This design comes from an exercise in tuning for small area on the open sky130 flow, not from production work.
The RTL was checked by simulation tests, not by an equivalence proof against the original design.

== rev 12 ==
==> flow/design.v (excerpt) <==
module fir16_top (clk, reset, sample_in, y_out);
    input clk;
    input reset;
    input  signed [15:0] sample_in;
    output signed [35:0] y_out;
    reg [15:0] tap0;
    reg [15:0] tap1;
    reg [15:0] tap2;
    reg [15:0] tap3;
    reg [15:0] tap4;
    reg [15:0] tap5;
    reg [15:0] tap6;
    reg [15:0] tap7;
    reg [15:0] tap8;
    reg [15:0] tap9;
    reg [15:0] tap10;
    reg [15:0] tap11;
    reg [15:0] tap12;
    reg [15:0] tap13;
    reg [15:0] tap14;
    reg [15:0] tap15;
    reg [15:0] tap16;
    always @(posedge clk) begin
        tap1 <= tap0;
        tap2 <= tap1;
        tap4 <= tap3;
        tap5 <= tap4;
        tap7 <= tap6;
        tap8 <= tap7;
        tap10 <= tap9;
        tap11 <= tap10;
        tap13 <= tap12;
        tap14 <= tap13;
        tap16 <= tap15;
    end
    always @(posedge clk or posedge reset) begin
        if (reset) begin
            tap0 <= 16'h0000;
            tap3 <= 16'h0000;
            tap6 <= 16'h0000;
            tap9 <= 16'h0000;
            tap12 <= 16'h0000;
            tap15 <= 16'h0000;
        end else begin
            tap0 <= sample_in;
            tap3 <= tap2;
            tap6 <= tap5;
            tap9 <= tap8;
            tap12 <= tap11;
            tap15 <= tap14;
        end
    end
    wire n1, n2, n3, n4, n5, n6, n7, n8, n9, n10, n11, n12, n13, n14, n15, n16;
    wire n17, n18, n19, n20, n21, n22, n23, n24, n25, n26, n27, n28, n29, n30, n31, n32;
    wire n33, n34, n35, n36, n37, n38, n39, n40, n41, n42, n43, n44, n45, n46, n47, n48;
    wire n49, n50, n51, n52, n53, n54, n55, n56, n57, n58, n59, n60, n61, n62, n63, n64;
    wire n65, n66, n67, n68, n69, n70, n71, n72, n73, n74, n75, n76, n77, n78, n79, n80;
    wire n81, n82, n83, n84, n85, n86, n87, n88, n89, n90, n91, n92, n93, n94, n95, n96;
  ...
Size: ~1,000 cells after synthesis, roughly 310 flip-flops, about 54 I/O pins, ~18,000 sq um of cells after synthesis.
Settings: LEC_CHECK=0, CAP_MARGIN=20, CORE_MARGIN=2, CORE_UTILIZATION=70, CTS_BUF_LIST=sky130_fd_sc_hd__clkbuf_2 sky130_fd_sc_hd__clkbuf_4 sky130_fd_sc_hd__clkbuf_8, CTS_CLUSTER_DIAMETER=80, CTS_CLUSTER_SIZE=16, SLEW_MARGIN=20, SYNTH_HIERARCHICAL=1, SYNTH_MINIMUM_KEEP_SIZE=0; clock period 8.0 ns.
standard.sh (not shown) runs the stock make flow with config.mk's settings and CLKGATE_MAP_FILE= SYNTH_SCRIPT=/design/flow/synth_recipe.tcl, a recipe that flattens the netlist after the stock synthesis.
==> flow/flow/run.sh <==
#!/bin/bash
# Standard layout; only the port buffers are the smallest buffer cell.
set -euo pipefail
bash standard.sh 'BUFFER_PORTS_ARGS=-buffer_cell sky130_fd_sc_hd__buf_1' finish > standard_flow.log 2>&1
Having completed the whole flow, rev 12 delivered a layout that passed the timing, design-rule and antenna checks.
### rev 12 -> rev 13
Settings: swapping sky130_fd_sc_hd__clkbuf_2 sky130_fd_sc_hd__clkbuf_4 sky130_fd_sc_hd__clkbuf_8 for sky130_fd_sc_hd__clkbuf_4 in CTS_BUF_LIST; swapping 80 for 60 in CTS_CLUSTER_DIAMETER; swapping 16 for 10 in CTS_CLUSTER_SIZE.
On vertical die dimension, rev 12 and rev 13 are neck and neck.
Run comparison: rev 12 end of the critical path r_n785; rev 13 end of the critical path r_n919
Status: maximum frequency parity (rev 13, rev 12)
Rev 13 reports a higher global-route usage than rev 12 does.
Rev 13 against rev 12: overall via count from detail_route now larger; final cell count shows an increase of 28; final worst slack barely changed.

---

Another version of the RTL of fir16_top (not shown whole).
Size: roughly 1,500 cells after synthesis, about 310 flip-flops, roughly 54 I/O pins, ~21,000 um^2 of cells after synthesis.
// fir16_top
module fir16_top (clk, reset, sample_in, y_out);
    input clk;
    input reset;
    input  signed [15:0] sample_in;
    output signed [35:0] y_out;
    reg [15:0] tap0;
    reg [15:0] tap1;
    reg [15:0] tap2;
    reg [15:0] tap3;
    reg [15:0] tap4;
    reg [15:0] tap5;
    reg [15:0] tap6;
    reg [15:0] tap7;
    reg [15:0] tap8;
    reg [15:0] tap9;
    reg [15:0] tap10;
    reg [15:0] tap11;
    reg [15:0] tap12;
    reg [15:0] tap13;
    reg [15:0] tap14;
    reg [15:0] tap15;
    reg [15:0] tap16;
    always @(posedge clk) begin
        if (reset) begin
            tap0 <= 16'h0000;
            tap1 <= 16'h0000;
            tap2 <= 16'h0000;
            tap3 <= 16'h0000;
            tap4 <= 16'h0000;
            tap5 <= 16'h0000;
            tap6 <= 16'h0000;
            tap7 <= 16'h0000;
            tap8 <= 16'h0000;
            tap9 <= 16'h0000;
            tap10 <= 16'h0000;
            tap11 <= 16'h0000;
            tap12 <= 16'h0000;
            tap13 <= 16'h0000;
            tap14 <= 16'h0000;
            tap15 <= 16'h0000;
            tap16 <= 16'h0000;
        end else begin
            tap0 <= sample_in;
            tap1 <= tap0;
            tap2 <= tap1;
            tap3 <= tap2;
            tap4 <= tap3;
            tap5 <= tap4;
            tap6 <= tap5;
            tap7 <= tap6;
            tap8 <= tap7;
            tap9 <= tap8;
            tap10 <= tap9;
            tap11 <= tap10;
            tap12 <= tap11;
            tap13 <= tap12;
  ...
==> flow/config.mk <==
export PLATFORM = sky130hd
export DESIGN_NAME = fir16_top
export DESIGN_NICKNAME = fir16_top
export VERILOG_FILES = /design/flow/design.v
export SDC_FILE = /design/flow/constraint.sdc
export NUM_CORES = 4
export LEC_CHECK = 0
export CAP_MARGIN = 20
export CORE_MARGIN = 2
export CORE_UTILIZATION = 40
export CTS_BUF_LIST = sky130_fd_sc_hd__clkbuf_8
export SLEW_MARGIN = 20
export SYNTH_HIERARCHICAL = 1
export SYNTH_MINIMUM_KEEP_SIZE = 0
==> flow/constraint.sdc <==
create_clock -name core_clock -period 8.0 [get_ports {clk}]
set_input_delay 1.6000 -clock core_clock [delete_from_list [all_inputs] [get_ports {clk}]]
set_output_delay 1.6000 -clock core_clock [all_outputs]
set_load 0.01 [all_outputs]
run.sh (not shown) runs the stock make flow with config.mk's settings and CLKGATE_MAP_FILE= SYNTH_SCRIPT=/design/flow/synth_recipe.tcl, a recipe that flattens the netlist after the stock synthesis.
Stock flow here: none of the scripts above is used.
The first run completed without violations.
Next try:
Settings changed: CTS_CLUSTER_DIAMETER from default to 50, CTS_CLUSTER_SIZE from default to 20.
The changed run ran to the end with no violations. Global-route usage is lower by 0.26 points. Critical path depth stays the same. Setup slack gets worse by 3.2 ps. Area after synthesis stays the same. Final cell count goes down slightly.
Next try:
Settings changed: CTS_CLUSTER_DIAMETER 50 to 80, CTS_CLUSTER_SIZE 20 to 16.
Via count fell by 0.45%.
Area after synthesis is unchanged.
Register-to-register slack loses 20 ps.
Global-route usage is about the same.
Routed wire length is about the same.
Next try:
Settings changed: CTS_BUF_LIST sky130_fd_sc_hd__clkbuf_8 to sky130_fd_sc_hd__clkbuf_4, CTS_CLUSTER_DIAMETER 80 to default, CTS_CLUSTER_SIZE 16 to default.
What happened: Final cell count went up by a few percent. Area after synthesis is unchanged. Global-route usage went up by 0.62 points. Die area is unchanged. Design area went up by a few percent. First-iteration DRC count went down by a little under a tenth. Clock skew went up by 29 ps.

afterwards: timing with drivers on the ports:
In the flow no input, the clock included, has a driving cell. The finished layouts below were timed again as built, in two steps.
Step 1 sets driving cells, clkbuf_16 on the clock port and buf_2 on the other inputs (assumed; they add their load-dependent delay and slew).
Step 2, shift: input delay + t, output delay - t, t = (earliest + latest rising clock arrival at the registers) / 2. This alone moves slack from input paths to output paths.
a / b / c = ideal ports / drivers / drivers and shift; a / b = the first two.
| run | t (ns) | slack for setup (ns) | cell pins on the clock port's net |
|---|---|---|---|
| rev 12 | 0.596 | 0.200 / 0.201 / 0.201 | 1 |
| rev 13 | 0.706 | 0.198 / 0.198 / 0.198 | 1 |
| the first run of note 2 | 0.682 | 0.288 / 0.236 / 0.569 | 1 |
| the second run of note 2 | 0.633 | 0.285 / 0.232 / 0.584 | 1 |
| the third run of note 2 | 0.667 | 0.317 / 0.264 / 0.564 | 1 |
| the fourth run of note 2 | 0.836 | 0.290 / 0.239 / 0.584 | 1 |
After both steps every run listed still meets setup and hold.
